What follows belongs to an exercise in optimizing a design on an open flow for small area, a short achievable clock period and few clock cycles per item; a production flow would make more cautious choices.
RTL that was checked went through simulation tests only; none was proved equivalent to the original.
For run 1, only the layout was checked, not whether the RTL still works.
Power figures rest on the tool's default switching activity, not on a simulated workload.

==> flow/design.v <==
module huffman(clk, reset, gray_valid, gray_data, CNT_valid, CNT1, CNT2, CNT3, CNT4, CNT5, CNT6,
               code_valid, HC1, HC2, HC3, HC4, HC5, HC6, M1, M2, M3, M4, M5, M6);
input clk;
input reset;
input gray_valid;
input [7:0] gray_data;
output reg CNT_valid;
output [7:0] CNT1, CNT2, CNT3, CNT4, CNT5, CNT6;
output reg code_valid;
output [7:0] HC1, HC2, HC3, HC4, HC5, HC6;
output [7:0] M1, M2, M3, M4, M5, M6;
reg        pv;           
reg  [2:0] pd;
reg        run;          
reg  [3:0] tc;           
reg  [7:0] w [0:5];      
reg  [5:0] m [0:5];      
reg  [4:0] r [1:6];      
assign CNT1 = w[5]; assign CNT2 = w[0]; assign CNT3 = w[1];
assign CNT4 = w[2]; assign CNT5 = w[3]; assign CNT6 = w[4];
wire go      = run | CNT_valid;
wire step    = go & (~tc[3] | (tc[2:0] < 3'd5));    
wire combine = (tc > 4'd4) & tc[0] & (tc != 4'd13);
wire [4:0] uns;
assign uns[0] = tc < 4'd4;
assign uns[1] = tc < 4'd3;
assign uns[2] = tc < 4'd2;
assign uns[3] = tc < 4'd1;
assign uns[4] = 1'b0;
wire [5:1] lt;
genvar gi;
generate for (gi = 1; gi < 6; gi = gi + 1) begin : g_lt
  assign lt[gi] = w[gi] < w[0];
end endgenerate
wire [4:0] c = uns | lt;
wire [7:0] sum = w[0] + w[1];
always @(posedge clk or posedge reset) begin
  if (reset) begin
    pv <= 1'b0; pd <= 3'd0; CNT_valid <= 1'b0; code_valid <= 1'b0;
    run <= 1'b0; tc <= 4'd0;
  end else begin
    pv <= gray_valid & ~run;
    pd <= gray_data[2:0];
    CNT_valid <= pv & ~gray_valid;
    if (CNT_valid) run <= 1'b1;
    if (step) tc <= tc + 4'd1;
    code_valid <= step & (tc == 4'd12);
  end
end
integer i;
always @(posedge clk) begin
  if (reset) begin
    for (i = 0; i < 6; i = i + 1) w[i] <= 8'd0;
  end else if (step) begin
    if (combine) begin
      w[0] <= sum;
      for (i = 1; i < 5; i = i + 1) w[i] <= w[i+1];
      w[5] <= 8'hff;
    end else begin
      for (i = 0; i < 5; i = i + 1)
        if (c[i]) w[i] <= w[i+1];
        else if (i == 0 || c[i-1]) w[i] <= w[0];
      if (c[4]) w[5] <= w[0];
    end
  end else if (pv) begin
    for (i = 0; i < 5; i = i + 1)
      if (pd == i + 2) w[i] <= w[i] + 8'd1;
    if (pd == 3'd1) w[5] <= w[5] + 8'd1;
  end
end
always @* m[5] = ~(m[0] | m[1] | m[2] | m[3] | m[4]);
always @(posedge clk or posedge reset) begin
  if (reset) begin
    m[0] <= 6'b000010; m[1] <= 6'b000100; m[2] <= 6'b001000;
    m[3] <= 6'b010000; m[4] <= 6'b100000;
  end else if (step) begin
    if (combine) begin
      m[0] <= m[0] | m[1];
      for (i = 1; i < 5; i = i + 1) m[i] <= m[i+1];
    end else begin
      for (i = 0; i < 5; i = i + 1)
        if (c[i]) m[i] <= m[i+1];
        else if (i == 0 || c[i-1]) m[i] <= m[0];
    end
  end
end
function [4:0] lead(input [4:0] v);    
  lead = {v[4], v[3] & ~v[4], v[2] & ~|v[4:3], v[1] & ~|v[4:2], v[0] & ~|v[4:1]};
endfunction
function [4:0] add_bit(input [4:0] v, input b);   
  reg [4:0] l;
  begin
    l = lead(v);
    add_bit = (v & ~l) | (l & {5{b}}) | {l[3:0], 1'b0};
  end
endfunction
genvar k;
generate for (k = 1; k <= 6; k = k + 1) begin : g_lvl
  wire a = m[0][k-1];
  wire b = m[1][k-1];
  always @(posedge clk or posedge reset) begin
    if (reset) r[k] <= 5'b00001;
    else if (step & combine & (a | b)) r[k] <= add_bit(r[k], a);
  end
end endgenerate
function [7:0] mask_of(input [4:0] v);
  mask_of = {3'b000, |v[4], |v[4:3], |v[4:2], |v[4:1], 1'b1};   
endfunction
function [7:0] code_of(input [4:0] v, input b);
  code_of = {3'b000, v & ({1'b0, |v[4], |v[4:3], |v[4:2], |v[4:1]} | {5{b}})};
endfunction
assign M1 = mask_of(r[1]); assign HC1 = code_of(r[1], m[0][0]);
assign M2 = mask_of(r[2]); assign HC2 = code_of(r[2], m[0][1]);
assign M3 = mask_of(r[3]); assign HC3 = code_of(r[3], m[0][2]);
assign M4 = mask_of(r[4]); assign HC4 = code_of(r[4], m[0][3]);
assign M5 = mask_of(r[5]); assign HC5 = code_of(r[5], m[0][4]);
assign M6 = mask_of(r[6]); assign HC6 = code_of(r[6], m[0][5]);
endmodule
==> flow/run.sh <==
#!/bin/bash
# synth_recipe.tcl (not shown) runs the flow's synth.tcl, then flattens the netlist and writes it again
# the make line also repeats each setting of config.mk as NAME=value (left out here)
make -C /OpenROAD-flow-scripts/flow DESIGN_CONFIG=/design/flow/config.mk WORK_HOME=/design/flow/orfs CLKGATE_MAP_FILE= SYNTH_SCRIPT=/design/flow/synth_recipe.tcl finish
==> flow/config.mk <==
export PLATFORM = sky130hd
export DESIGN_NAME = huffman
export DESIGN_NICKNAME = huffman
export VERILOG_FILES = /design/flow/design.v
export SDC_FILE = /design/flow/constraint.sdc
export NUM_CORES = 4
export LEC_CHECK = 0
export CAP_MARGIN = 20
export CORE_MARGIN = 2
export CORE_UTILIZATION = 65
export SETUP_SLACK_MARGIN = 1.4
export SLEW_MARGIN = 20
==> flow/constraint.sdc <==
create_clock -name core_clock -period 4.0 [get_ports {clk}]
set_input_delay 0.8000 -clock core_clock [delete_from_list [all_inputs] [get_ports {clk}]]
set_output_delay 0.8000 -clock core_clock [all_outputs]
set_load 0.01 [all_outputs]
==> results by group, run 1 <==
GRT
  • Vias in the first global route: 8460
  • Largest net degree at the start of global routing: 45
  • First-pass GRT wire length: 44000 µm
  • Initial antenna violation count: 0
  • Global route overflow: 0
  • Total GRT Usage: 38.8%

Clocking
  • CTS clk-pin slew, worst paths: 60 ps
  • Number of hold buffers added after cts: 0
  • CTS tree: built
  • CTS Root Cell: clkbuf_16
  • Worst-skew pair later-pin latency: 430 ps
  • TritonCTS Buffers: 17
  • CTS max path bufs: 2
  • H-tree Lvls: 4
  • CTS sink cnt: 119

Timing
  • Total negative setup slack: 0 ps
  • Worst Skew: around 12 ps
  • Fin. Hold Viols: 0
  • Least-Margin Pin Slew: 639 ps
  • Part of the cycle the worst path needs: about two thirds
  • Final Max Slew Viols: 0
  • Highest Clock Rate: 0.376 GHz
  • Max-Slew Margin vs Limit: 57.2%
  • Final worst slack: 1340 ps
  • Hold slack: 438 ps
  • Unrepaired setup endpoints after global routing: yes
  • Final setup fails: 0
  • Final min period: 2660 ps

Floorplan
  • Rows: 42
  • Core Box Area: 0.0132 mm²
  • Die ar.: approximately 0.014 mm²
  • Die Height: 120 µm
  • Top-level I/O count: 157
  • Initial Utilization: 66.6%
  • Die span in x: 120 µm

Drt
  • DR vias/cell: approximately 7
  • Post-Route WL: slightly above 30000 µm
  • Drc violations: 0
  • Antenna-violating nets left: 0
  • Initial drt markers: 1463
  • WL/cell: 21.2 µm
  • Via Count: a little under 10000
  • Drt pass-1 iters: 6

Finish
  • Most common cell after layout, fill and taps aside: nor2_1
  • Share of cells above drive strength 1: 23.7%
  • Final Util: 87.7%
  • # nets final: 1310
  • P&R area growth vs syn: 31.8%
  • Layout Cells excl Fill: 1435
  • Design area: about 0.012 mm²
  • Commonest non-fill, non-tap cells in the layout: 116 x nor2_1, 102 x buf_4, 95 x a21oi_1
  • Antenna Cells: 0
  • Fillers: roughly 680

Synthesis
  • Ys Warns: 6
  • Sequential share of the synthesized area: between 30% and 40%
  • Post-synth top flop: dfrtp_1
  • Syn Inst Count: roughly 1100
  • Post-synthesis average cell area: 8.21 µm²
  • Post-synth EDFFs: 0
  • Mapped Area: ~0.0088 mm²
  • Cell variety after synth: 84
  • Synth async-reset ratio: between 50% and 60%
  • Synth Register Bits: 119

Critical path
  • CP max stage cell: a2111o_1
  • Critical Path Sink Type: register
  • FF-to-FF Start: w[0][2]$_SDFFE_PP0P_
  • CP Max Fanout: 9
  • Critical Path Max Stage Delay: 390 ps
  • Crit path kind: register to register
  • Startpoint types: register
  • Worst Setup SP: w[0][2]$_SDFFE_PP0P_
  • Worst R2R Setup Slack: around 1300 ps
  • Worst Path Required: 4350 ps
  • Worst EP arrival: 3010 ps
  • Cell breakdown of the critical path: inv_1 > ha_1 > o21a_1 > nor2_1 > o32a_1 > o31ai_4 > buf_6 > and2_4 > a2111o_1 > a21oi_1

Place
  • HPWL Detailed: 17300 µm
  • Worst slack, placed: 863 ps
  • Final estimated routing congestion in global placement: 0.960
  • DP Area: 0.00982 mm²
  • Placed cell count: 1317
  • Port bufs: 109

Power and ir drop
  • Lkg Pwr: 4.96 nW
  • Worst VDD drop: about 850 µV
  • Total power: approximately 11 mW
  • Power per Cell Area: 957 mW/mm²

Run status
  • Status: complete, no violations

Min path
  • Min-delay src: run$_DFFE_PP0P_
  • Hold Crit Class: register to register

Run
  • Max cap viols: 0
## repair_timing
| action | 4_1_cts | 5_1_grt |
|---|---|---|
| setup endpoints to repair | 130 | 73 |
| pin swaps | 23 | 33 |
| gates resized for setup | 117 | 59 |
| buffers inserted | 53 | 30 |
| cloned | 2 | 1 |
## worst max-delay path: cells and delay by family (launching register included)
family	cells	cell delay [ps]
compound gates	5	1140
fa+ha+maj	1	310
buf+inv	2	440
flops	1	310
simple gates	2	390
## worst paths after layout
check / endpoint / depth (start not counted)
max: w[3][0]$_SDFFE_PP0P_ / 10
min: pv$_DFF_PP0_ / 1
max reg2reg: w[3][0]$_SDFFE_PP0P_ / 10
min reg2reg: pv$_DFF_PP0_ / 1
max in group asynchronous: m[0][1]$_DFFE_PP1P_ / 3
min in group asynchronous: m[3][5]$_DFFE_PP0P_ / 2
## synthesized netlist by cell type (5+ instances only)
library cell,n,area (µm²)
a211oi_1,14,105
a21boi_0,6,45.0
a21o_1,6,45.0
a21oi_1,99,495
a22o_1,6,52.6
a31oi_1,33,206
and2_1,9,56.3
and3_1,13,81.3
buf_2,15,75.1
buf_4,51,383
buf_6,5,56.3
clkbuf_1,33,124
dfrtp_1,60,1500
dfstp_2,11,289
dfxtp_1,48,961
ha_1,52,651
inv_1,47,176
mux2_2,9,101
mux2i_1,21,210
nand2_1,67,251
nand2b_1,8,50.1
nand3_1,32,160
nand4_1,10,62.6
nor2_1,135,507
nor2b_1,9,56.3
nor3_1,17,85.1
o211ai_1,11,82.6
o21a_1,22,165
o21ai_0,66,330
o31ai_1,7,52.6
o32ai_1,15,131
or2_2,11,68.8
or3_1,5,31.3
or4_1,5,37.5
xnor2_1,9,78.8
## area by class of cell
type / count / area (µm²) / area share [%]
clock buffer: 18 / 429 / 3.71
inverter: 47 / 195 / 1.69
tap: 176 / 220 / 1.90
timing repair buffer: 220 / 1960 / 17.0
sequential: 119 / 2780 / 24.0
multi-input combinational: 841 / 5760 / 49.8
clock inverter: 14 / 221 / 1.91
## metal layers
metal / GRT usage, % / up-vias / part of all wire [%] / wire length (µm)
met5: 0 / - / 0 / 0
met4: 20.1 / 0 / 5.1 / 1560
met3: 8.87 / 167 / 13 / 4070
met2: 59.7 / 809 / 44 / 13500
met1: 51.1 / 4616 / 37 / 11300
li1: - / 4182 / - / -
## power by group
part / leakage [nW] / internal (mW) / switching (mW)
sequential: 1.26 / 1.56 / 0.555
clock: 0.319 / 1.11 / 0.605
combinational: 3.39 / 3.04 / 4.21
total: 4.96 / 5.70 / 5.37
## logic make-up after synthesis
family,Yosys count,share of synthesized area [%]
buf+inv,152,9.32
other cells,2,0.0856
fa+ha+maj,53,7.64
simple gates,347,19.3
flops,119,31.3
mux,30,3.55
compound gates,353,27.5
xor+xnor,13,1.30
## flip-flops by register name, indices dropped and copies added (netlist names), named ones only
| name | count |
|---|---|
| pd | 3 |
| code_valid | 1 |
| pv | 1 |
| CNT_valid | 1 |
| run | 1 |
| w | 48 |
| r | 24 |
| m | 30 |
| tc | 4 |
==> inputs of run 2 (changes only) <==
--- a/flow/design.v
+++ b/flow/design.v
@@ -10,6 +10,5 @@
 output [7:0] HC1, HC2, HC3, HC4, HC5, HC6;
 output [7:0] M1, M2, M3, M4, M5, M6;
-reg        pv;           
-reg  [2:0] pd;
+reg        gv1;          
 reg        run;          
 reg  [3:0] tc;           
@@ -37,10 +36,9 @@
 always @(posedge clk or posedge reset) begin
   if (reset) begin
-    pv <= 1'b0; pd <= 3'd0; CNT_valid <= 1'b0; code_valid <= 1'b0;
+    gv1 <= 1'b0; CNT_valid <= 1'b0; code_valid <= 1'b0;
     run <= 1'b0; tc <= 4'd0;
   end else begin
-    pv <= gray_valid & ~run;
-    pd <= gray_data[2:0];
-    CNT_valid <= pv & ~gray_valid;
+    gv1 <= gray_valid;
+    CNT_valid <= gv1 & ~gray_valid;
     if (CNT_valid) run <= 1'b1;
     if (step) tc <= tc + 4'd1;
@@ -63,8 +61,8 @@
       if (c[4]) w[5] <= w[0];
     end
-  end else if (pv) begin
+  end else if (gray_valid & ~run) begin
     for (i = 0; i < 5; i = i + 1)
-      if (pd == i + 2) w[i] <= w[i] + 8'd1;
-    if (pd == 3'd1) w[5] <= w[5] + 8'd1;
+      if (gray_data[2:0] == i + 2) w[i] <= w[i] + 8'd1;
+    if (gray_data[2:0] == 3'd1) w[5] <= w[5] + 8'd1;
   end
 end
--- a/flow/config.mk
+++ b/flow/config.mk
@@ -8,5 +8,5 @@
 export CAP_MARGIN = 20
 export CORE_MARGIN = 2
-export CORE_UTILIZATION = 65
+export CORE_UTILIZATION = 40
 export SETUP_SLACK_MARGIN = 1.4
 export SLEW_MARGIN = 20
==> run 2 against run 1 <==
Utilization shrank 33 points; clock power shrank 5%; area after synthesis fell by 3.0%; via count fell by 12%; power fell by 4.7%; combinational power shrank 5.1%; largest power group unchanged.
==> results by group, run 2 <==
Run status
  • Status: complete, no violations (unchanged)

Finish
  • Largest register by flop count: w (unchanged)
  • P&R area growth vs syn: 35.7% (was 31.8%)
  • Register area: 0.00271 mm² (was 0.00278 mm²)
  • Share of cells above drive strength 1: 25.1% (was 23.7%)
  • Max reg flops: 48 (unchanged)
  • # nets final: 1308 (was 1310)
  • Commonest non-fill, non-tap cells in the layout: 116 x buf_4, 106 x a21oi_1, 82 x clkdlybuf4s50_1 (was 116 x nor2_1, 102 x buf_4, 95 x a21oi_1)
  • Area of the multi-input gates: 0.00554 mm² (was 0.00576 mm²)
  • Biggest regs: w: 48 flops, m: 30 flops, r: 24 flops (unchanged)
  • Final Util: 55.1% (was 87.7%)
  • Most common cell after layout, fill and taps aside: buf_4 (was nor2_1)
  • Fillers: 1944 (was 679)
  • Antenna Cells: 0 (unchanged)
  • Layout Cells excl Fill: 1532 (was 1435)

Critical path
  • Worst EP arrival: 2900 ps (was 3010 ps)
  • Critical Path Sink Type: register (unchanged)
  • CP Max Fanout: 17 (was 9)
  • Startpoint types: register (unchanged)
  • Worst Path Required: 4320 ps (was 4350 ps)
  • Crit path kind: register to register (unchanged)

Timing
  • Final min period: 2580 ps (was 2660 ps)
  • Worst Skew: 12.7 ps (was 12.1 ps)
  • Part of the cycle the worst path needs: 64.5% (was 66.5%)
  • Total negative setup slack: 0 ps (unchanged)
  • Max-Slew Margin vs Limit: 42.9% (was 57.2%)
  • Unrepaired setup endpoints after global routing: yes (unchanged)
  • Least-Margin Pin Slew: 857 ps (was 639 ps)
  • Final setup fails: 0 (unchanged)
  • Fin. Hold Viols: 0 (unchanged)
  • Hold slack: 461 ps (was 438 ps)
  • Final Max Slew Viols: 0 (unchanged)
  • Highest Clock Rate: 0.387 GHz (was 0.376 GHz)

Clocking
  • CTS tree: built (unchanged)
  • CTS sink cnt: 116 (was 119)
  • CTS clk-pin slew, worst paths: 60 ps (about the same)
  • CTS Root Cell: clkbuf_16 (unchanged)
  • Worst-skew pair later-pin latency: 430 ps (about the same)
  • H-tree Lvls: 4 (unchanged)
  • CTS max path bufs: 2 (unchanged)
  • TritonCTS Buffers: 17 (unchanged)

Floorplan
  • Core Box Area: 0.0210 mm² (was 0.0132 mm²)
  • Die ar.: 0.0225 mm² (was 0.0145 mm²)
  • Die span in x: 150 µm (was 120 µm)
  • Initial Utilization: 40.6% (was 66.6%)
  • Die Height: 150 µm (was 120 µm)
  • Rows: 53 (was 42)
  • Top-level I/O count: 157 (unchanged)

Min path
  • Hold Crit Class: register to register (unchanged)

Synthesis
  • Post-synth top flop: dfrtp_1 (unchanged)
  • Sequential share of the synthesized area: 31.4% (was 31.3%)
  • Post-synth top area share: 16.7% (was 17.1%)
  • Most frequent cell after synthesis: a21oi_1 (was nor2_1)
  • Ys Warns: 6 (unchanged)
  • Synth Register Bits: 116 (was 119)
  • Cell variety after synth: 83 (was 84)
  • Synth area leader: dfrtp_1 (unchanged)
  • Syn Inst Count: 1054 (was 1069)
  • Mapped Area: 0.00852 mm² (was 0.00878 mm²)
  • Cells taking the most area after synthesis: dfrtp_1 17%, dfxtp_1 11%, ha_1 7.6% (was dfrtp_1 17%, dfxtp_1 11%, ha_1 7.4%)
  • Post-synthesis average cell area: 8.08 µm² (was 8.21 µm²)
  • Post-synth EDFFs: 0 (unchanged)
  • Synth async-reset ratio: 58.6% (was 59.7%)
  • Top cells by count, synth: 109 x a21oi_1, 94 x nor2_1, 74 x nand2_1, 66 x o21ai_0 (was 135 x nor2_1, 99 x a21oi_1, 67 x nand2_1, 66 x o21ai_0, 60 x dfrtp_1)

Run
  • Max cap viols: 0 (unchanged)

Place
  • Placed cell count: 1390 (was 1317)
  • Port bufs: 109 (unchanged)
  • HPWL Detailed: 16900 µm (was 17300 µm)
  • Final estimated routing congestion in global placement: 0.851 (was 0.960)

Drt
  • Post-Route WL: 27000 µm (was 30400 µm)
  • Antenna-violating nets left: 0 (unchanged)
  • Initial drt markers: 705 (was 1463)
  • Drc violations: 0 (unchanged)
  • Drt pass-1 iters: 5 (was 6)
  • Via Count: 8586 (was 9774)
  • WL/cell: 17.6 µm (was 21.2 µm)
  • DR vias/cell: 5.60 (was 6.81)

Power and ir drop
  • Total power: 10.6 mW (was 11.1 mW)
  • Lkg Pwr: 4.83 nW (was 4.96 nW)
  • Power per Cell Area: 914 mW/mm² (was 957 mW/mm²)
  • Worst VDD drop: 435 µV (was 855 µV)

GRT
  • Global route overflow: 0 (unchanged)
  • Total GRT Usage: 23.5% (was 38.8%)
  • Vias in the first global route: 7643 (was 8460)
  • Grt met1 use: 31.6% (was 51.1%)
  • Met2 usage: 37.3% (was 59.7%)
  • First-pass GRT wire length: 41400 µm (was 44000 µm)
  • Routing usage on met3: 5.00% (was 8.87%)
  • GR peak layer: met2 (unchanged)
  • Initial antenna violation count: 0 (unchanged)
  • Largest net degree at the start of global routing: 69 (was 45)
==> run 2: final cells by class <==
cell class | count | area share [%]
inverter | 57 | 1.99
clock buffer | 21 | 4.16
timing repair buffer | 239 | 18.2
sequential | 116 | 23.4
tap | 275 | 2.98
clock inverter | 11 | 1.28
multi-input combinational | 813 | 47.9
==> run 2: timing repair <==
| action | in CTS | in global routing |
|---|---|---|
| endpoints found under the setup margin | 128 | 95 |
| endpoints found under the hold margin | 0 | 0 |
| buffers inserted | 79 | 28 |
| gates cloned | 2 | 1 |
| hold buffers | 0 | 0 |
| pin swaps | 22 | 38 |
| resized for setup | 107 | 73 |
==> run 2: power breakdown <==
group	internal, mW	switching (mW)
registers	1.55	0.504
clock network	1.05	0.584
logic	2.94	3.94
total	5.53	5.02
==> run 2: kinds of logic after synthesis <==
logic type | Yosys count | synth area share (%)
other | 2 | 0.0882
xor gates and xnor gates | 11 | 1.13
adders and majority gates | 53 | 7.87
buffers and inverters | 167 | 10.4
AOI/OAI and AO/OA | 350 | 26.9
muxes | 31 | 3.80
and+or+nand+nor | 324 | 18.3
DFF | 116 | 31.4
==> run 2: per-stage QoR <==
step                      cell area (µm²)  worst slack [ps]
after floorplan                      8690              1400
after global placement               9640              1080
after detailed placement             9640              1060
after CTS                           11100              1230
after global routing                11600              1300
final                               11600              1420
==> run 2: worst paths after layout <==
check,from,endpoint,slack [ps],cells past startpoint
min reg2reg,gv1$_DFF_PP0_,CNT_valid$_DFF_PP0_,460,1
max,w[0][5]$_SDFFE_PP0P_,w[4][0]$_SDFFE_PP0P_,1420,11
max in group asynchronous,reset,r[1][4]$_DFFE_PP0P_,2500,3
min,gv1$_DFF_PP0_,CNT_valid$_DFF_PP0_,460,1
max reg2reg,w[0][5]$_SDFFE_PP0P_,w[4][0]$_SDFFE_PP0P_,1420,11
min in group asynchronous,reset,r[4][2]$_DFFE_PP0P_,870,3
==> run 2: critical path, cell delays in order, from the launching register on <==
cell	delay (ps)
dfxtp_2	360
clkinvlp_4	200
buf_6	190
ha_4	260
nand4_1	110
nor2_2	170
a211oi_2	80
buf_4	160
nor2_4	120
a31o_2	390
nor2_1	110
a2111oi_2	320
==> run 2: metal layers <==
layer  vias to the layer above  part of all wire (%)
li1                       4126                     -
met1                      4109                    45
met2                       294                    46
met3                        57                   5.6
met4                         0                   3.1
met5                         -                     0
Testbench counts of run 2, summed over its fixed seeds: cycles 22,080, images 192.
==> inputs of run 3 (changes only) <==
--- a/flow/config.mk
+++ b/flow/config.mk
@@ -11,2 +11,3 @@
 export SETUP_SLACK_MARGIN = 1.4
 export SLEW_MARGIN = 20
+export TNS_END_PERCENT = 5
==> run 3 against run 2 <==
Still clean; wire length decreased by 1.5%; critical path depth fell by 8; die area unchanged; fmax fell by 3.6%; via count is 2.0% lower; critical path type is now register to output port.
==> results by group, run 3 <==
Drt
  • Antenna-violating nets left: 0 (unchanged)
  • Drt pass-1 iters: 4 (was 5)
  • Drc violations: 0 (unchanged)
  • Post-Route WL: 26600 µm (was 27000 µm)
  • Via Count: 8410 (was 8586)
  • DR vias/cell: 5.54 (was 5.60)
  • WL/cell: 17.5 µm (was 17.6 µm)
  • Initial drt markers: 623 (was 705)

GRT
  • GR peak layer: met2 (unchanged)
  • Routing usage on met3: 4.27% (was 5.00%)
  • Initial antenna violation count: 0 (unchanged)
  • Global route overflow: 0 (unchanged)
  • Met2 usage: 39.2% (was 37.3%)
  • Total GRT Usage: 23.3% (was 23.5%)
  • Grt met1 use: 30.6% (was 31.6%)
  • Vias in the first global route: 7833 (was 7643)
  • First-pass GRT wire length: 41300 µm (was 41400 µm)
  • Largest net degree at the start of global routing: 46 (was 69)

Finish
  • Max reg flops: 48 (unchanged)
  • Antenna Cells: 0 (unchanged)
  • Fillers: 1971 (was 1944)
  • Largest register by flop count: w (unchanged)
  • Design area: 0.0112 mm² (was 0.0116 mm²)
  • Final Util: 53.4% (was 55.1%)
  • Layout Cells excl Fill: 1519 (was 1532)
  • Share of cells above drive strength 1: 21.1% (was 25.1%)
  • P&R area growth vs syn: 31.4% (was 35.7%)
  • # nets final: 1295 (was 1308)
  • Most common cell after layout, fill and taps aside: a21oi_1 (was buf_4)
  • Commonest non-fill, non-tap cells in the layout: 107 x a21oi_1, 99 x buf_4, 96 x clkdlybuf4s50_1 (was 116 x buf_4, 106 x a21oi_1, 82 x clkdlybuf4s50_1)
  • Biggest regs: w: 48 flops, m: 30 flops, r: 24 flops (unchanged)

Critical path
  • FF-to-FF Start: w[0][5]$_SDFFE_PP0P_ (unchanged)
  • Worst Setup SP: r[6][3]$_DFFE_PP0P_ (was w[0][5]$_SDFFE_PP0P_)
  • Worst setup path endpoint: HC6[1] (was w[4][0]$_SDFFE_PP0P_)
  • Worst EP arrival: 1880 ps (was 2900 ps)
  • CP Max Fanout: 7 (was 17)
  • Critical Path Sink Type: output port (was register)
  • Critical Path Max Stage Delay: 470 ps (was 390 ps)
  • Startpoint types: register (unchanged)
  • Reg2Reg Depth: 12 (was 11)
  • Worst R2R End: w[2][2]$_SDFFE_PP0P_ (was w[4][0]$_SDFFE_PP0P_)
  • Worst Path Required: 3200 ps (was 4320 ps)
  • CP max stage cell: clkdlybuf4s50_1 (was a31o_2)
  • Cell breakdown of the critical path: or3_4 > o21a_1 > clkdlybuf4s50_1 (was clkinvlp_4 > buf_6 > ha_4 > nand4_1 > nor2_2 > a211oi_2 > buf_4 > nor2_4 > a31o_2 > nor2_1 > a2111oi_2)
  • Worst R2R Setup Slack: 1340 ps (was 1420 ps)
  • Crit path kind: register to output port (was register to register)

Clocking
  • CTS Root Cell: clkbuf_16 (unchanged)
  • CTS sink cnt: 116 (unchanged)
  • Number of hold buffers added after cts: 0 (unchanged)
  • TritonCTS Buffers: 17 (unchanged)
  • CTS clk-pin slew, worst paths: 60 ps (about the same)
  • H-tree Lvls: 4 (unchanged)
  • CTS tree: built (unchanged)
  • Worst-skew pair later-pin latency: 420 ps (was 430 ps)
  • CTS max path bufs: 2 (unchanged)

Synthesis
  • Post-synthesis average cell area: 8.08 µm² (unchanged)
  • Post-synth EDFFs: 0 (unchanged)
  • Syn Inst Count: 1054 (unchanged)
  • Most frequent cell after synthesis: a21oi_1 (unchanged)
  • Cells taking the most area after synthesis: dfrtp_1 17%, dfxtp_1 11%, ha_1 7.6% (unchanged)
  • Synth Register Bits: 116 (unchanged)
  • Mapped Area: 0.00852 mm² (unchanged)
  • Synth area leader: dfrtp_1 (unchanged)
  • Synth async-reset ratio: 58.6% (unchanged)
  • Cell variety after synth: 83 (unchanged)
  • Post-synth top flop: dfrtp_1 (unchanged)
  • Top cells by count, synth: 109 x a21oi_1, 94 x nor2_1, 74 x nand2_1, 66 x o21ai_0 (unchanged)
  • Post-synth top area share: 16.7% (unchanged)
  • Sequential share of the synthesized area: 31.4% (unchanged)
  • Ys Warns: 6 (unchanged)

Floorplan
  • Die span in x: 150 µm (unchanged)
  • Rows: 53 (unchanged)
  • Die ar.: 0.0225 mm² (unchanged)
  • Die Height: 150 µm (unchanged)
  • Top-level I/O count: 157 (unchanged)
  • Core Box Area: 0.0210 mm² (unchanged)
  • Initial Utilization: 40.6% (unchanged)

Timing
  • Final setup fails: 0 (unchanged)
  • Unrepaired setup endpoints after global routing: yes (unchanged)
  • Fin. Hold Viols: 0 (unchanged)
  • Part of the cycle the worst path needs: 66.9% (was 64.5%)
  • Final min period: 2680 ps (was 2580 ps)
  • Least-Margin Pin Slew: 738 ps (was 857 ps)
  • Final Max Slew Viols: 0 (unchanged)
  • Max-Slew Margin vs Limit: 50.7% (was 42.9%)
  • Highest Clock Rate: 0.373 GHz (was 0.387 GHz)
  • Worst Skew: 10.8 ps (was 12.7 ps)
  • Total negative setup slack: 0 ps (unchanged)

Power and ir drop
  • Clock network fraction of design power: 16.4% (was 15.4%)
  • Psw: 4.82 mW (was 5.02 mW)
  • Reg power frac: 20.8% (was 19.4%)
  • Sw frac: 47.6% (about the same)
  • Combinational power share: 62.9% (was 65.1%)
  • Total power: 10.1 mW (was 10.6 mW)
  • Lkg Pwr: 4.62 nW (was 4.83 nW)
  • Power per Cell Area: 904 mW/mm² (was 914 mW/mm²)
  • Internal power: 5.30 mW (was 5.53 mW)
  • Worst VDD drop: 435 µV (about the same)

Place
  • DP Area: 0.00961 mm² (was 0.00964 mm²)
  • Placed cell count: 1390 (unchanged)
  • Final estimated routing congestion in global placement: 0.824 (was 0.851)
  • Port bufs: 109 (unchanged)
  • HPWL Detailed: 17000 µm (was 16900 µm)

Min path
  • Hold path depth: 2 (was 1)
  • Hold Crit Class: register to register (unchanged)

Run
  • Max cap viols: 0 (unchanged)

Run status
  • Status: complete, no violations (unchanged)
-- run 3: routing by layer --
metal	vias to the layer above	share of wire (%)
met4	0	1.6
li1	4087	-
met2	267	49
met1	4026	45
met3	30	5.0
met5	-	0
-- run 3: critical path: cells and delay by family, from the launching register on --
family | cells | cell delay (ps)
and+or+nand+nor | 1 | 370
buffers and inverters | 1 | 470
AOI/OAI and AO/OA | 1 | 180
DFF | 1 | 440
-- run 3: stage by stage --
step	worst slack [ps]	hold WS, ps
CTS	1310	467
detailed placement	880	448
finish	1320	467
global route	1220	481
floorplan	1300	439
global placement	933	444
-- run 3: worst min-delay path by stage --
stage                          endpoint  slack (ps)
floorplan           CNT_valid$_DFF_PP0_         440
global placement    CNT_valid$_DFF_PP0_         440
detailed placement  CNT_valid$_DFF_PP0_         450
CTS                            register         470
global route                   register         480
finish                         register         470
-- run 3: final cells by class --
type / instances / area, µm² / share of cell area [%]
Clock buffer: 20 / 457 / 4.08
Sequential cell: 116 / 2700 / 24.1
Timing Repair Buffer: 227 / 2020 / 18.0
Inverter: 57 / 219 / 1.96
Clock inverter: 12 / 179 / 1.60
Multi-Input combinational cell: 812 / 5280 / 47.2
Tap cell: 275 / 344 / 3.07
-- run 3: logic make-up after synthesis --
logic type                 synth area share (%)
and+or+nand+nor                            18.3
xor gates and xnor gates                   1.13
buffers and inverters                      10.4
adders and majority gates                  7.87
DFF                                        31.4
muxes                                      3.80
AOI/OAI and AO/OA                          26.9
other                                    0.0882
-- run 3: repair_timing --
item,CTS,global route
pin swaps,18,11
setup buffers,92,4
cloned,0,1
setup endpoints to repair,127,131
gates resized for setup,91,21
-- run 3: power groups by stage --
stage | Clock, mW | Sequential, mW | Combinational (mW)
floorplan | 0 | 1.89 | 4.18
global placement | 0 | 2.10 | 5.35
detailed placement | 0 | 2.11 | 5.41
CTS | 1.68 | 2.09 | 6.12
global route | 1.73 | 2.16 | 6.96
finish | 1.66 | 2.10 | 6.36
==> inputs of run 4 (changes only) <==
--- a/flow/config.mk
+++ b/flow/config.mk
@@ -9,5 +9,5 @@
 export CORE_MARGIN = 2
 export CORE_UTILIZATION = 40
-export SETUP_SLACK_MARGIN = 1.4
+export SETUP_SLACK_MARGIN = 1.6
 export SLEW_MARGIN = 20
 export TNS_END_PERCENT = 5
==> run 4 against run 3 <==
Clock-buffer cell count is the same; power grew 6.8%; utilization up 2.2 points; largest cell class unchanged; non-clock buffer count increased by 36; final cell count grew 2.4%; highest routed layer unchanged; sequential share of layout area shrank 0.93 points; critical path depth rose by 18; via count increased by 1.7%; combinational power increased by 11%.
==> results by group, run 4 <==
Critical path
  • Worst Path Required: 4350 ps (was 3200 ps)
  • Startpoint types: register (unchanged)
  • Critical Path Sink Type: register (was output port)
  • FF-to-FF Start: r[4][4]$_DFFE_PP0P_ (was w[0][5]$_SDFFE_PP0P_)
  • Worst EP arrival: 3000 ps (was 1880 ps)
  • Crit path kind: register to register (was register to output port)
  • Worst R2R Setup Slack: 1350 ps (was 1340 ps)
  • Reg2Reg Depth: 21 (was 12)
  • CP Max Fanout: 3 (was 7)

Clocking
  • H-tree Lvls: 4 (unchanged)
  • CTS clk-pin slew, worst paths: 60 ps (about the same)
  • Number of hold buffers added after cts: 0 (unchanged)
  • CTS max path bufs: 2 (unchanged)
  • CTS Root Cell: clkbuf_16 (unchanged)
  • Worst-skew pair later-pin latency: 430 ps (was 420 ps)
  • TritonCTS Buffers: 17 (unchanged)
  • CTS tree: built (unchanged)
  • CTS sink cnt: 116 (unchanged)

Drt
  • Drt pass-1 iters: 6 (was 4)
  • DR vias/cell: 5.50 (was 5.54)
  • Post-Route WL: 27300 µm (was 26600 µm)
  • Antenna-violating nets left: 0 (unchanged)
  • Initial drt markers: 667 (was 623)
  • WL/cell: 17.5 µm (about the same)
  • Via Count: 8556 (was 8410)
  • Drc violations: 0 (unchanged)

Timing
  • Total negative setup slack: 0 ps (unchanged)
  • Max-Slew Margin vs Limit: 49.9% (was 50.7%)
  • Final setup fails: 0 (unchanged)
  • Final worst slack: 1350 ps (was 1320 ps)
  • Part of the cycle the worst path needs: 66.3% (was 66.9%)
  • Final Max Slew Viols: 0 (unchanged)
  • Fin. Hold Viols: 0 (unchanged)
  • Worst Skew: 12.1 ps (was 10.8 ps)
  • Final min period: 2650 ps (was 2680 ps)
  • Least-Margin Pin Slew: 751 ps (was 738 ps)
  • Highest Clock Rate: 0.377 GHz (was 0.373 GHz)
  • Unrepaired setup endpoints after global routing: yes (unchanged)

Power and ir drop
  • Lkg Pwr: 4.86 nW (was 4.62 nW)
  • Worst VDD drop: 473 µV (was 435 µV)
  • Power per Cell Area: 927 mW/mm² (was 904 mW/mm²)

Place
  • HPWL Detailed: 17000 µm (unchanged)
  • Worst slack, placed: 880 ps (unchanged)
  • DP Area: 0.00961 mm² (unchanged)
  • Port bufs: 109 (unchanged)
  • Final estimated routing congestion in global placement: 0.824 (unchanged)

GRT
  • Largest net degree at the start of global routing: 46 (unchanged)
  • Total GRT Usage: 24.0% (was 23.3%)
  • Global route overflow: 0 (unchanged)
  • First-pass GRT wire length: 42500 µm (was 41300 µm)
  • Vias in the first global route: 8025 (was 7833)
  • Initial antenna violation count: 0 (unchanged)

Synthesis
  • Post-synth top area share: 16.7% (unchanged)
  • Sequential share of the synthesized area: 31.4% (unchanged)
  • Synth async-reset ratio: 58.6% (unchanged)
  • Post-synth EDFFs: 0 (unchanged)
  • Syn Inst Count: 1054 (unchanged)
  • Most frequent cell after synthesis: a21oi_1 (unchanged)
  • Post-synth top flop: dfrtp_1 (unchanged)
  • Synth Register Bits: 116 (unchanged)
  • Cell variety after synth: 83 (unchanged)
  • Top cells by count, synth: 109 x a21oi_1, 94 x nor2_1, 74 x nand2_1, 66 x o21ai_0 (unchanged)
  • Cells taking the most area after synthesis: dfrtp_1 17%, dfxtp_1 11%, ha_1 7.6% (unchanged)
  • Synth area leader: dfrtp_1 (unchanged)
  • Ys Warns: 6 (unchanged)
  • Post-synthesis average cell area: 8.08 µm² (unchanged)
  • Mapped Area: 0.00852 mm² (unchanged)

Floorplan
  • Initial Utilization: 40.6% (unchanged)
  • Core Box Area: 0.0210 mm² (unchanged)
  • Top-level I/O count: 157 (unchanged)
  • Rows: 53 (unchanged)
  • Die ar.: 0.0225 mm² (unchanged)
  • Die Height: 150 µm (unchanged)
  • Die span in x: 150 µm (unchanged)

Run status
  • Status: complete, no violations (unchanged)

Finish
  • Largest register by flop count: w (unchanged)
  • # nets final: 1332 (was 1295)
  • Most common cell after layout, fill and taps aside: buf_4 (was a21oi_1)
  • Commonest non-fill, non-tap cells in the layout: 142 x buf_4, 106 x a21oi_1, 89 x clkdlybuf4s50_1 (was 107 x a21oi_1, 99 x buf_4, 96 x clkdlybuf4s50_1)
  • Max reg flops: 48 (unchanged)
  • Register area: 0.00270 mm² (about the same)
  • Design area: 0.0117 mm² (was 0.0112 mm²)
  • Fillers: 1920 (was 1971)
  • Biggest regs: w: 48 flops, m: 30 flops, r: 24 flops (unchanged)
  • Share of cells above drive strength 1: 25.4% (was 21.1%)
  • Area of the multi-input gates: 0.00548 mm² (was 0.00528 mm²)
  • Antenna Cells: 0 (unchanged)
  • P&R area growth vs syn: 36.8% (was 31.4%)

Min path
  • Hold Crit Class: register to register (unchanged)
  • Hold path depth: 2 (unchanged)

Run
  • Max cap viols: 0 (unchanged)
## run 4: cell counts after synthesis
Identical to the previous run, type by type.
## run 4: stage by stage
| stage | std cells | total power, mW | utilization [%] | hold WS, ps |
|---|---|---|---|---|
| floorplan | 1094 | 6.07 | - | 439 |
| global placement | 1390 | 7.46 | 45.9 | 444 |
| detailed placement | 1390 | 7.52 | 45.9 | 448 |
| CTS | 1544 | 10.3 | 54.6 | 467 |
| global route | 1556 | 11.6 | 55.6 | 481 |
| finish | 1556 | 10.8 | 55.6 | 467 |
## run 4: area by class of cell
cell class	count	area share, %
multi-input cells	813	47.0
flip-flops and latches	116	23.2
repair buffers	263	19.5
clock buffers	20	3.92
well taps	275	2.95
inverters	57	1.94
clock inverters	12	1.53
## run 4: layer usage
layer,routed length [µm],global-route usage (%),up-vias
li1,-,-,4166
met1,12100,31.7,4057
met2,12900,40.0,277
met3,1590,4.30,56
met4,712,7.36,0
met5,0,0,-
## run 4: repair_timing
action                     4_1_cts  5_1_grt
gates resized for setup        125       26
setup endpoints to repair      157      161
pin swaps                       22       23
cloned                           1        2
buffers inserted               121       10
## run 4: cell families (layout without fill, tap and decap cells)
group,Yosys count,in the layout,share of synthesized area (%)
simple gates,324,326,18.3
mux,31,31,3.80
compound gates,350,350,26.9
other cells,2,42,0.0882
xor+xnor,11,11,1.13
buf+inv,167,352,10.4
fa+ha+maj,53,53,7.87
flops,116,116,31.4
## run 4: worst max-delay path: stages (launching register included)
cell and delay, ps:
dfrtp_2 380, nor2_4 50, inv_2 70, nor2_4 40, inv_2 70, or2_4 120
nor2_4 40, buf_4 130, buf_4 130, buf_4 130, buf_4 130, buf_4 120
buf_4 120, buf_4 120, buf_4 120, buf_4 120, buf_4 120, buf_4 120
buf_4 120, buf_4 120, buf_6 110, a31oi_4 110
## run 4: power breakdown
part	internal [mW]	switching (mW)	total (mW)
clock network	1.07	0.588	1.66
logic	3.12	3.93	7.05
registers	1.54	0.547	2.09
total	5.74	5.07	10.8
## run 4: how the worst max path moves through the flow
stage                               from                   end  slack (ps)
finish               r[4][4]$_DFFE_PP0P_              register        1350
global route        w[0][5]$_SDFFE_PP0P_  w[2][1]$_SDFFE_PP0P_        1260
CTS                  m[0][0]$_DFFE_PP0P_                HC1[2]        1370
detailed placement     tc[0]$_DFFE_PP0N_  w[4][0]$_SDFFE_PP0P_         880
global placement    w[0][5]$_SDFFE_PP0P_  w[0][4]$_SDFFE_PP0P_         930
floorplan           w[0][5]$_SDFFE_PP0P_  w[3][2]$_SDFFE_PP0P_        1300
==> inputs of run 5 (changes only) <==
--- a/flow/config.mk
+++ b/flow/config.mk
@@ -9,5 +9,4 @@
 export CORE_MARGIN = 2
 export CORE_UTILIZATION = 40
-export SETUP_SLACK_MARGIN = 1.6
+export SETUP_SLACK_MARGIN = 1.25
 export SLEW_MARGIN = 20
-export TNS_END_PERCENT = 5
==> run 5 against run 4 <==
Clock-buffer cell count did not move; synthesized cell count stayed put; via count shrank 3.8%; combinational power down 15%; register-to-register slack got worse by 40 ps; fmax decreased by 4.5%; non-clock buffer count fell by 86; setup slack got worse by 120 ps; worst hold slack hardly changed; global-route usage is 1.4 points lower.
==> results by group, run 5 <==
Place
  • Port bufs: 109 (unchanged)
  • Placed cell count: 1390 (unchanged)
  • Final estimated routing congestion in global placement: 0.824 (unchanged)
  • HPWL Detailed: 17000 µm (unchanged)

Clocking
  • TritonCTS Buffers: 17 (unchanged)
  • CTS Root Cell: clkbuf_16 (unchanged)
  • Number of hold buffers added after cts: 0 (unchanged)
  • CTS tree: built (unchanged)
  • CTS clk-pin slew, worst paths: 60 ps (about the same)
  • Worst-skew pair later-pin latency: 420 ps (was 430 ps)
  • H-tree Lvls: 4 (unchanged)
  • CTS max path bufs: 2 (unchanged)
  • CTS sink cnt: 116 (unchanged)

Timing
  • Highest Clock Rate: 0.360 GHz (was 0.377 GHz)
  • Final Max Slew Viols: 0 (unchanged)
  • Least-Margin Pin Slew: 1080 ps (was 751 ps)
  • Part of the cycle the worst path needs: 69.4% (was 66.3%)
  • Worst Skew: 11.2 ps (was 12.1 ps)
  • Fin. Hold Viols: 0 (unchanged)
  • Final setup fails: 0 (unchanged)
  • Hold slack: 467 ps (about the same)
  • Total negative setup slack: 0 ps (unchanged)
  • Final min period: 2780 ps (was 2650 ps)
  • Max-Slew Margin vs Limit: 27.8% (was 49.9%)
  • Unrepaired setup endpoints after global routing: yes (unchanged)

Synthesis
  • Sequential share of the synthesized area: 31.4% (unchanged)
  • Synth area leader: dfrtp_1 (unchanged)
  • Cell variety after synth: 83 (unchanged)
  • Post-synth EDFFs: 0 (unchanged)
  • Most frequent cell after synthesis: a21oi_1 (unchanged)
  • Cells taking the most area after synthesis: dfrtp_1 17%, dfxtp_1 11%, ha_1 7.6% (unchanged)
  • Syn Inst Count: 1054 (unchanged)
  • Post-synth top flop: dfrtp_1 (unchanged)
  • Mapped Area: 0.00852 mm² (unchanged)
  • Ys Warns: 6 (unchanged)
  • Post-synth top area share: 16.7% (unchanged)
  • Synth async-reset ratio: 58.6% (unchanged)
  • Top cells by count, synth: 109 x a21oi_1, 94 x nor2_1, 74 x nand2_1, 66 x o21ai_0 (unchanged)
  • Post-synthesis average cell area: 8.08 µm² (unchanged)
  • Synth Register Bits: 116 (unchanged)

GRT
  • First-pass GRT wire length: 40000 µm (was 42500 µm)
  • Routing usage on met3: 4.24% (was 4.30%)
  • GR peak layer: met2 (unchanged)
  • Largest net degree at the start of global routing: 46 (unchanged)
  • Global route overflow: 0 (unchanged)
  • Grt met1 use: 30.3% (was 31.7%)
  • Initial antenna violation count: 0 (unchanged)
  • Met2 usage: 37.3% (was 40.0%)
  • Vias in the first global route: 7506 (was 8025)
  • Total GRT Usage: 22.6% (was 24.0%)

Finish
  • Register area: 0.00270 mm² (unchanged)
  • Antenna Cells: 0 (unchanged)
  • Max reg flops: 48 (unchanged)
  • Fillers: 2016 (was 1920)
  • Biggest regs: w: 48 flops, m: 30 flops, r: 24 flops (unchanged)
  • Area of the multi-input gates: 0.00529 mm² (was 0.00548 mm²)
  • P&R area growth vs syn: 26.7% (was 36.8%)
  • Share of cells above drive strength 1: 18.3% (was 25.4%)
  • Layout Cells excl Fill: 1469 (was 1556)
  • Commonest non-fill, non-tap cells in the layout: 106 x a21oi_1, 94 x clkdlybuf4s50_1, 79 x nor2_1 (was 142 x buf_4, 106 x a21oi_1, 89 x clkdlybuf4s50_1)
  • # nets final: 1245 (was 1332)
  • Most common cell after layout, fill and taps aside: a21oi_1 (was buf_4)
  • Largest register by flop count: w (unchanged)

Floorplan
  • Die Height: 150 µm (unchanged)
  • Die span in x: 150 µm (unchanged)
  • Die ar.: 0.0225 mm² (unchanged)
  • Rows: 53 (unchanged)
  • Initial Utilization: 40.6% (unchanged)
  • Top-level I/O count: 157 (unchanged)
  • Core Box Area: 0.0210 mm² (unchanged)

Critical path
  • CP max stage cell: clkdlybuf4s50_1 (was dfrtp_2)
  • Worst EP arrival: 1980 ps (was 3000 ps)
  • Critical Path Max Stage Delay: 600 ps (was 380 ps)
  • Worst Path Required: 3200 ps (was 4350 ps)
  • Cell breakdown of the critical path: inv_1 > a21boi_0 > clkdlybuf4s50_1 (was nor2_4 > inv_2 > nor2_4 > inv_2 > or2_4 > nor2_4 > buf_4 > buf_4 > buf_4 > buf_4 > buf_4 > buf_4 > buf_4 > buf_4 > buf_4 > buf_4 > buf_4 > buf_4 > buf_4 > buf_6 > a31oi_4)
  • Critical Path Sink Type: output port (was register)
  • Crit path kind: register to output port (was register to register)
  • Startpoint types: register (unchanged)
  • CP Max Fanout: 8 (was 3)

Drt
  • Post-Route WL: 25900 µm (was 27300 µm)
  • Drc violations: 0 (unchanged)
  • Antenna-violating nets left: 0 (unchanged)
  • Via Count: 8227 (was 8556)
  • DR vias/cell: 5.60 (was 5.50)
  • Initial drt markers: 565 (was 667)
  • Drt pass-1 iters: 5 (was 6)
  • WL/cell: 17.6 µm (was 17.5 µm)

Min path
  • Hold Crit Class: register to register (unchanged)

Power and ir drop
  • Power per Cell Area: 904 mW/mm² (was 927 mW/mm²)
  • Total power: 9.76 mW (was 10.8 mW)
  • Worst VDD drop: 424 µV (was 473 µV)
  • Lkg Pwr: 4.38 nW (was 4.86 nW)

Run status
  • Status: complete, no violations (unchanged)

Run
  • Max cap viols: 0 (unchanged)
## run 5: cell counts after synthesis
No cell type changed its count.
## run 5: final cells by class
| class | count | area share (%) |
|---|---|---|
| Sequential cell | 116 | 25.0 |
| Inverter | 57 | 2.10 |
| Tap cell | 275 | 3.19 |
| Timing Repair Buffer | 177 | 14.8 |
| Clock inverter | 12 | 1.66 |
| Clock buffer | 20 | 4.23 |
| Multi-Input combinational cell | 812 | 49.0 |
## run 5: cells by family after synthesis
group	synth area share, %
AOI/OAI and AO/OA	26.9
and+or+nand+nor	18.3
adders and majority gates	7.87
buffers and inverters	10.4
xor gates and xnor gates	1.13
other	0.0882
DFF	31.4
muxes	3.80
## run 5: worst paths after layout
path / start / end / slack, ps / cells after the start
worst max-delay path: m[0][3]$_DFFE_PP0P_ / HC4[2] / 1220 / 3
worst min-delay path: register / register / 470 / 2
worst max register to register: w[0][5]$_SDFFE_PP0P_ / w[2][2]$_SDFFE_PP0P_ / 1310 / 12
worst min register to register: register / register / 470 / 2
max in group asynchronous: reset / r[3][4]$_DFFE_PP0P_ / 2210 / 3
min in group asynchronous: reset / m[1][3]$_DFFE_PP0P_ / 780 / 2
## run 5: repair_timing
item / 4_1_cts / 5_1_grt
gates resized for setup: 52 / 45
pin swaps: 11 / 12
gates cloned: 0 / 1
setup buffers: 41 / 5
setup endpoints to repair: 86 / 91
## run 5: metrics by stage
step / worst slack (ps) / utilization (%) / instance area (µm²)
2_1_floorplan: 1300 / - / 8670
3_3_place_gp: 933 / 45.9 / 9610
3_5_place_dp: 880 / 45.9 / 9610
4_1_cts: 1100 / 50.8 / 10600
5_1_grt: 1100 / 51.5 / 10800
6_report: 1220 / 51.5 / 10800
## run 5: power breakdown
group / switching (mW) / leakage [nW] / internal [mW]
clock: 0.580 / 0.302 / 1.08
combinational: 3.60 / 2.86 / 2.40
sequential: 0.557 / 1.22 / 1.54
total: 4.74 / 4.38 / 5.02
## run 5: critical path: cells and delay by family (launching register included)
family | cells | cell delay [ps]
AOI/OAI and AO/OA | 1 | 300
buffers and inverters | 2 | 780
DFF | 1 | 470
## run 5: metal layers
layer / vias up / wire, µm
met5: - / 0
met4: 0 / 480
met3: 39 / 1360
met2: 278 / 12200
met1: 3917 / 11900
li1: 3993 / -
==> inputs of run 6 (changes only) <==
--- a/flow/config.mk
+++ b/flow/config.mk
@@ -6,7 +6,8 @@
 export NUM_CORES = 4
 export LEC_CHECK = 0
+export ABC_AREA = 1
 export CAP_MARGIN = 20
 export CORE_MARGIN = 2
 export CORE_UTILIZATION = 40
-export SETUP_SLACK_MARGIN = 1.25
+export SETUP_SLACK_MARGIN = 1.6
 export SLEW_MARGIN = 20
==> run 6 against run 5 <==
Area after synthesis up 1.5%; highest routed layer unchanged; worst hold slack worse by 10 ps; critical path depth up 2; synthesized cell count up 24%; design area up 6.9%; fmax up 16%; power up 18%; final cell count up 19%; setup slack better by 390 ps; still clean; die area up 1.5%; non-clock buffer count down 1; combinational power up 28%.
==> results by group, run 6 <==
Run status
  • Status: complete, no violations (unchanged)

Finish
  • P&R area growth vs syn: 33.5% (was 26.7%)
  • Max reg flops: 48 (unchanged)
  • Antenna Cells: 0 (unchanged)
  • Most common cell after layout, fill and taps aside: nand2_1 (was a21oi_1)
  • Share of cells above drive strength 1: 16.8% (was 18.3%)
  • Biggest regs: w: 48 flops, m: 30 flops, r: 24 flops (unchanged)
  • # nets final: 1525 (was 1245)
  • Commonest non-fill, non-tap cells in the layout: 315 x nand2_1, 163 x nor2_1, 141 x inv_1 (was 106 x a21oi_1, 94 x clkdlybuf4s50_1, 79 x nor2_1)
  • Largest register by flop count: w (unchanged)

Floorplan
  • Die span in x: 151 µm (was 150 µm)
  • Die ar.: 0.0228 mm² (was 0.0225 mm²)
  • Initial Utilization: 40.9% (was 40.6%)
  • Top-level I/O count: 157 (unchanged)
  • Core Box Area: 0.0212 mm² (was 0.0210 mm²)
  • Die Height: 151 µm (was 150 µm)
  • Rows: 53 (unchanged)

Critical path
  • Startpoint types: register (unchanged)
  • Critical Path Sink Type: output port (unchanged)
  • CP max stage cell: dfrtp_1 (was clkdlybuf4s50_1)
  • Crit path kind: register to output port (unchanged)
  • WP buf/inv: 3 (was 2)
  • Critical Path Max Stage Delay: 390 ps (was 600 ps)
  • Worst Path Required: 3200 ps (about the same)
  • Delay-heaviest family, CP: buffers and inverters (unchanged)
  • Cell breakdown of the critical path: nor2_4 > buf_4 > buf_4 > a21oi_1 > dlygate4sd2_1 (was inv_1 > a21boi_0 > clkdlybuf4s50_1)
  • Crit path top cell by count: buf_4
  • Worst EP arrival: 1590 ps (was 1980 ps)
  • CP Max Fanout: 3 (was 8)

Synthesis
  • Synth async-reset ratio: 58.6% (unchanged)
  • Most frequent cell after synthesis: nand2_1 (was a21oi_1)
  • Post-synthesis average cell area: 6.63 µm² (was 8.08 µm²)
  • Post-synth top area share: 16.5% (was 16.7%)
  • Post-synth top flop: dfrtp_1 (unchanged)
  • Mux share of post-synthesis cell area: 0.130% (was 3.80%)
  • Synth Area in XOR/XNOR: 1.62% (was 1.13%)
  • Ys Warns: 6 (unchanged)
  • Syn Inst Count: 1305 (was 1054)
  • Largest family of logic cells by synthesized area: simple AND/OR/NAND/NOR gates (was compound AO/OA/AOI/OAI gates)
  • Synth area leader: dfrtp_1 (unchanged)
  • Cells taking the most area after synthesis: dfrtp_1 16%, nand2_1 15%, dfxtp_1 11% (was dfrtp_1 17%, dfxtp_1 11%, ha_1 7.6%)
  • Cell variety after synth: 47 (was 83)
  • Post-synthesis compound-gate area fraction: 13.0% (was 26.9%)
  • Top cells by count, synth: 340 x nand2_1, 172 x nor2_1, 150 x inv_1, 123 x o21ai_0, 92 x nand3_1 (was 109 x a21oi_1, 94 x nor2_1, 74 x nand2_1, 66 x o21ai_0)
  • Sequential share of the synthesized area: 30.9% (was 31.4%)
  • Post-Synth Adder-Cell Area: 7.75% (was 7.87%)
  • Post-synth EDFFs: 0 (unchanged)
  • Mapped Area: 0.00865 mm² (was 0.00852 mm²)
  • Simple-Gate Fraction of Synth Area: 33.0% (was 18.3%)
  • Synth Register Bits: 116 (unchanged)

Timing
  • Max-Slew Margin vs Limit: 49.9% (was 27.8%)
  • Total negative setup slack: 0 ps (unchanged)
  • Unrepaired setup endpoints after global routing: yes (unchanged)
  • Final min period: 2390 ps (was 2780 ps)
  • Hold slack: 457 ps (was 467 ps)
  • Fin. Hold Viols: 0 (unchanged)
  • Least-Margin Pin Slew: 752 ps (was 1080 ps)
  • Worst Skew: 8.18 ps (was 11.2 ps)
  • Highest Clock Rate: 0.419 GHz (was 0.360 GHz)
  • Part of the cycle the worst path needs: 59.7% (was 69.4%)
  • Final Max Slew Viols: 0 (unchanged)
  • Final setup fails: 0 (unchanged)

Clocking
  • CTS Root Cell: clkbuf_16 (unchanged)
  • CTS clk-pin slew, worst paths: 60 ps (about the same)
  • H-tree Lvls: 4 (unchanged)
  • TritonCTS Buffers: 17 (unchanged)
  • Number of hold buffers added after cts: 0 (unchanged)
  • CTS max path bufs: 2 (unchanged)
  • Worst-skew pair later-pin latency: 420 ps (about the same)
  • CTS sink cnt: 116 (unchanged)
  • CTS tree: built (unchanged)

Drt
  • Post-Route WL: 26900 µm (was 25900 µm)
  • Antenna-violating nets left: 0 (unchanged)
  • Via Count: 8930 (was 8227)
  • WL/cell: 15.4 µm (was 17.6 µm)
  • Initial drt markers: 493 (was 565)
  • Drt pass-1 iters: 5 (unchanged)
  • DR vias/cell: 5.11 (was 5.60)
  • Drc violations: 0 (unchanged)

Power and ir drop
  • Power per Cell Area: 996 mW/mm² (was 904 mW/mm²)
  • Lkg Pwr: 6.12 nW (was 4.38 nW)
  • Worst VDD drop: 591 µV (was 424 µV)

GRT
  • Vias in the first global route: 7961 (was 7506)
  • First-pass GRT wire length: 41300 µm (was 40000 µm)
  • Global route overflow: 0 (unchanged)
  • Total GRT Usage: 23.0% (was 22.6%)
  • Largest net degree at the start of global routing: 61 (was 46)
  • Initial antenna violation count: 0 (unchanged)

Place
  • HPWL Detailed: 17700 µm (was 17000 µm)
  • Port bufs: 109 (unchanged)
  • Final estimated routing congestion in global placement: 0.883 (was 0.824)

Run
  • Max cap viols: 0 (unchanged)

Min path
  • Hold Crit Class: register to register (unchanged)
run 6: worst paths after layout:
check / startpoint / endpoint / slack, ps / cells after the start
max: r[3][4]$_DFFE_PP0P_ / HC3[2] / 1610 / 5
min: gv1$_DFF_PP0_ / CNT_valid$_DFF_PP0_ / 460 / 2
max reg2reg: w[0][1]$_SDFFE_PP0P_ / w[3][1]$_SDFFE_PP0P_ / 1660 / 17
min reg2reg: gv1$_DFF_PP0_ / CNT_valid$_DFF_PP0_ / 460 / 2
max in group asynchronous: reset / m[3][4]$_DFFE_PP1P_ / 2120 / 3
min in group asynchronous: reset / r[5][2]$_DFFE_PP0P_ / 1110 / 2
run 6: cells by family (layout without fill, tap and decap cells):
kind of cell | Yosys count | in the layout
AOI/OAI and AO/OA | 203 | 203
xor gates and xnor gates | 16 | 16
adders and majority gates | 53 | 53
buffers and inverters | 243 | 369
DFF | 116 | 116
muxes | 1 | 1
other | 2 | 42
and+or+nand+nor | 671 | 674
run 6: cell type report:
class                      instances  area, µm²
clock inverter                    14        221
fill                            2032       9610
tap                              275        344
timing repair buffer             176       1760
multi-input combinational        989       5440
clock buffer                      18        439
inverter                         161        638
sequential                       116       2700
run 6: worst register-to-register path, cell delays in order (launching register included):
cell,delay [ps]
dfxtp_2,320
buf_6,110
clkinvlp_4,220
buf_6,200
ha_1,260
nand2_1,50
nand2_1,50
nand2_1,50
nand2_2,60
nand2_2,60
nand2_2,110
buf_6,140
buf_4,110
nand4_1,90
nand3_1,180
nand2_1,70
nor2_1,110
nor2_1,60
run 6: repair_timing:
item                                    in CTS  in global routing
buffers inserted                            27                 25
endpoints found under the setup margin     126                114
cloned                                       2                  2
gates resized for setup                     99                121
pin swaps                                   15                 34
run 6: metal layers:
metal,up-vias,global-route usage [%],routed length [µm]
met4,0,9.25,862
met3,53,3.64,1360
met5,-,0,0
met1,4129,30.5,11900
met2,289,37.5,12800
li1,4459,-,-
run 6: power by group:
group          internal (mW)  switching (mW)
Sequential              1.59           0.468
Clock                   1.13           0.605
Combinational           2.96            4.74
Total                   5.68            5.82
run 6: stage by stage:
stage,utilization (%),cell area [µm²],total power [mW],setup WS (ps),instances
after detailed placement,46.3,9800,8.21,955,1661
after CTS,51.8,11000,10.7,1590,1722
final,54.6,11500,11.5,1610,1749
after global routing,54.6,11500,12.5,1480,1749
after global placement,46.3,9800,8.14,968,1661
after floorplan,-,8800,6.53,1770,1345
==> inputs of run 7 (changes only) <==
--- a/flow/config.mk
+++ b/flow/config.mk
@@ -10,4 +10,6 @@
 export CORE_MARGIN = 2
 export CORE_UTILIZATION = 40
+export CTS_CLUSTER_DIAMETER = 150
+export CTS_CLUSTER_SIZE = 40
 export SETUP_SLACK_MARGIN = 1.6
 export SLEW_MARGIN = 20
==> run 7 against run 6 <==
Fmax is the same; design area unchanged; sequential share of layout area unchanged.
==> results by group, run 7 <==
Critical path
  • CP Max Fanout: 3 (unchanged)
  • Worst EP arrival: 1590 ps (about the same)
  • WP buf/inv: 3 (unchanged)
  • Critical Path Sink Type: output port (unchanged)
  • CP max stage cell: dfrtp_1 (unchanged)
  • Crit path kind: register to output port (unchanged)
  • Critical Path Max Stage Delay: 390 ps (about the same)
  • Crit path top cell by count: buf_4 (unchanged)
  • Worst Path Required: 3200 ps (about the same)
  • Startpoint types: register (unchanged)
  • Cell breakdown of the critical path: nor2_4 > buf_4 > buf_4 > a21oi_1 > dlygate4sd2_1 (unchanged)
  • Delay-heaviest family, CP: buffers and inverters (unchanged)

Finish
  • Share of cells above drive strength 1: 16.8% (unchanged)
  • Commonest non-fill, non-tap cells in the layout: 315 x nand2_1, 163 x nor2_1, 141 x inv_1 (unchanged)
  • Max reg flops: 48 (unchanged)
  • Largest register by flop count: w (unchanged)
  • Biggest regs: w: 48 flops, m: 30 flops, r: 24 flops (unchanged)
  • Final Util: 54.6% (unchanged)
  • P&R area growth vs syn: 33.5% (unchanged)
  • # nets final: 1525 (unchanged)
  • Antenna Cells: 0 (unchanged)
  • Most common cell after layout, fill and taps aside: nand2_1 (unchanged)

Power and ir drop
  • Psw: 5.82 mW (unchanged)
  • Sw frac: 50.6% (unchanged)
  • Internal power: 5.68 mW (unchanged)
  • Clock network fraction of design power: 15.1% (about the same)
  • Combinational power share: 67.0% (about the same)
  • Lkg Pwr: 6.12 nW (unchanged)
  • Worst VDD drop: 591 µV (unchanged)
  • Reg power frac: 17.9% (about the same)
  • Power per Cell Area: 996 mW/mm² (unchanged)

Floorplan
  • Top-level I/O count: 157 (unchanged)
  • Rows: 53 (unchanged)
  • Initial Utilization: 40.9% (unchanged)
  • Die span in x: 151 µm (unchanged)
  • Core Box Area: 0.0212 mm² (unchanged)
  • Die ar.: 0.0228 mm² (unchanged)
  • Die Height: 151 µm (unchanged)

Timing
  • Total negative setup slack: 0 ps (unchanged)
  • Final min period: 2390 ps (unchanged)
  • Highest Clock Rate: 0.419 GHz (unchanged)
  • Max-Slew Margin vs Limit: 49.9% (unchanged)
  • Final setup fails: 0 (unchanged)
  • Unrepaired setup endpoints after global routing: yes (unchanged)
  • Hold slack: 457 ps (unchanged)
  • Least-Margin Pin Slew: 752 ps (unchanged)
  • Part of the cycle the worst path needs: 59.7% (unchanged)
  • Fin. Hold Viols: 0 (unchanged)
  • Worst Skew: 8.18 ps (unchanged)
  • Final Max Slew Viols: 0 (unchanged)

GRT
  • Vias in the first global route: 7961 (unchanged)
  • Initial antenna violation count: 0 (unchanged)
  • Global route overflow: 0 (unchanged)
  • Largest net degree at the start of global routing: 61 (unchanged)
  • First-pass GRT wire length: 41300 µm (unchanged)
  • Total GRT Usage: 23.0% (unchanged)

Clocking
  • CTS sink cnt: 116 (unchanged)
  • TritonCTS Buffers: 17 (unchanged)
  • CTS tree: built (unchanged)
  • Worst-skew pair later-pin latency: 420 ps (about the same)
  • H-tree Lvls: 4 (unchanged)
  • CTS clk-pin slew, worst paths: 60 ps (about the same)
  • CTS max path bufs: 2 (unchanged)
  • Number of hold buffers added after cts: 0 (unchanged)
  • CTS Root Cell: clkbuf_16 (unchanged)

Drt
  • Drt pass-1 iters: 5 (unchanged)
  • Antenna-violating nets left: 0 (unchanged)
  • WL/cell: 15.4 µm (unchanged)
  • Initial drt markers: 493 (unchanged)
  • DR vias/cell: 5.11 (unchanged)
  • Drc violations: 0 (unchanged)
  • Post-Route WL: 26900 µm (unchanged)
  • Via Count: 8930 (unchanged)

Synthesis
  • Synth async-reset ratio: 58.6% (unchanged)
  • Most frequent cell after synthesis: nand2_1 (unchanged)
  • Cell variety after synth: 47 (unchanged)
  • Ys Warns: 6 (unchanged)
  • Sequential share of the synthesized area: 30.9% (unchanged)
  • Post-synth EDFFs: 0 (unchanged)
  • Post-synth top flop: dfrtp_1 (unchanged)
  • Cells taking the most area after synthesis: dfrtp_1 16%, nand2_1 15%, dfxtp_1 11% (unchanged)
  • Post-synthesis average cell area: 6.63 µm² (unchanged)
  • Mapped Area: 0.00865 mm² (unchanged)
  • Syn Inst Count: 1305 (unchanged)
  • Synth Register Bits: 116 (unchanged)
  • Top cells by count, synth: 340 x nand2_1, 172 x nor2_1, 150 x inv_1, 123 x o21ai_0, 92 x nand3_1 (unchanged)
  • Synth area leader: dfrtp_1 (unchanged)
  • Post-synth top area share: 16.5% (unchanged)

Place
  • Final estimated routing congestion in global placement: 0.883 (unchanged)
  • Port bufs: 109 (unchanged)
  • HPWL Detailed: 17700 µm (unchanged)

Run
  • Max cap viols: 0 (unchanged)

Run status
  • Status: complete, no violations (unchanged)

Min path
  • Hold Crit Class: register to register (unchanged)
## run 7: what timing repair did
| action | CTS | global route |
|---|---|---|
| endpoints found under the setup margin | 126 | 114 |
| endpoints found under the hold margin | 0 | 0 |
| gates resized for setup | 99 | 121 |
| setup buffers | 27 | 25 |
| pin swaps | 15 | 34 |
| gates cloned | 2 | 2 |
## run 7: kinds of logic (layout without fill, tap and decap cells)
family          after synthesis  after routing  synth area share (%)
simple gates                671            674                  33.0
flops                       116            116                  30.9
compound gates              203            203                  13.0
xor+xnor                     16             16                  1.62
mux                           1              1                 0.130
other cells                   2             42                0.0868
fa+ha+maj                    53             53                  7.75
buf+inv                     243            369                  13.4
## run 7: metal layers
layer	GRT usage, %	part of all wire, %	vias up
li1	-	-	4459
met1	30.5	44	4129
met2	37.5	48	289
met3	3.64	5.0	53
met4	9.25	3.2	0
met5	0	0	-
## run 7: worst paths after layout
kind / startpoint / to / slack (ps) / cells after the start
min reg2reg: gv1$_DFF_PP0_ / CNT_valid$_DFF_PP0_ / 460 / 2
max reg2reg: w[0][1]$_SDFFE_PP0P_ / w[3][1]$_SDFFE_PP0P_ / 1660 / 17
min in group asynchronous: reset / r[5][2]$_DFFE_PP0P_ / 1110 / 2
max: r[3][4]$_DFFE_PP0P_ / HC3[2] / 1610 / 5
max in group asynchronous: reset / m[3][4]$_DFFE_PP1P_ / 2120 / 3
min: gv1$_DFF_PP0_ / CNT_valid$_DFF_PP0_ / 460 / 2
## run 7: worst register-to-register path: cells and delay by family, from the launching register on
family | cells | cell delay, ps
fa+ha+maj | 1 | 260
simple gates | 11 | 890
buf+inv | 5 | 780
flops | 1 | 320
## run 7: area by class of cell
cell class,count,area (µm²)
clock buffers,18,439
clock inverters,14,221
fillers,2032,9610
inverters,161,638
multi-input cells,989,5440
flip-flops and latches,116,2700
well taps,275,344
repair buffers,176,1760
## run 7: stage by stage
| stage | instances | cell area (µm²) | total power [mW] | setup slack (ps) |
|---|---|---|---|---|
| CTS | 1722 | 11000 | 10.7 | 1590 |
| finish | 1749 | 11500 | 11.5 | 1610 |
| global placement | 1661 | 9800 | 8.14 | 968 |
| global route | 1749 | 11500 | 12.5 | 1480 |
| floorplan | 1345 | 8800 | 6.53 | 1770 |
| detailed placement | 1661 | 9800 | 8.21 | 955 |
## run 7: power by group through the flow
stage	Clock (mW)	Sequential, mW	Combinational [mW]
after detailed placement	0	2.04	6.16
after global placement	0	2.05	6.09
after global routing	1.81	2.12	8.55
after floorplan	0	1.99	4.55
final	1.73	2.06	7.70
after CTS	1.75	2.05	6.92

-- re-timing with driven ports --
The results above use ideal ports. As a check the final layouts listed here were re-extracted and re-timed, cells and wires unchanged.
Step 1, drivers: a clkbuf_16 drives clk and a buf_2 each remaining input, both assumed.
Step 2 also shifts input and output timing later by t, the mid clock arrival at the registers, as if the neighbouring blocks saw the same clock.
Three values: ideal, step 1, step 2; two values: the first two.
run	shift t [ns]	slack for setup (ns)	slew at the worst register clock pin (ns)	cell pins on the clock port's net
run 1	0.472	1.340 / 1.340 / 1.340	0.06 / 0.06	1
run 2	0.467	1.419 / 1.409 / 1.066	0.06 / 0.06	1
run 3	0.465	1.322 / 1.276 / 0.877	0.06 / 0.06	1
run 4	0.469	1.349 / 1.332 / 1.036	0.06 / 0.06	1
run 5	0.464	1.225 / 1.179 / 1.029	0.06 / 0.06	1
run 6	0.464	1.613 / 1.567 / 1.381	0.06 / 0.06	1
run 7	0.464	1.613 / 1.567 / 1.381	0.06 / 0.06	1
After both steps setup and hold are still met in every run listed. For run 3, which loses most, drivers alone change the setup slack by -0.046 ns; drivers and shift together by -0.445 ns.
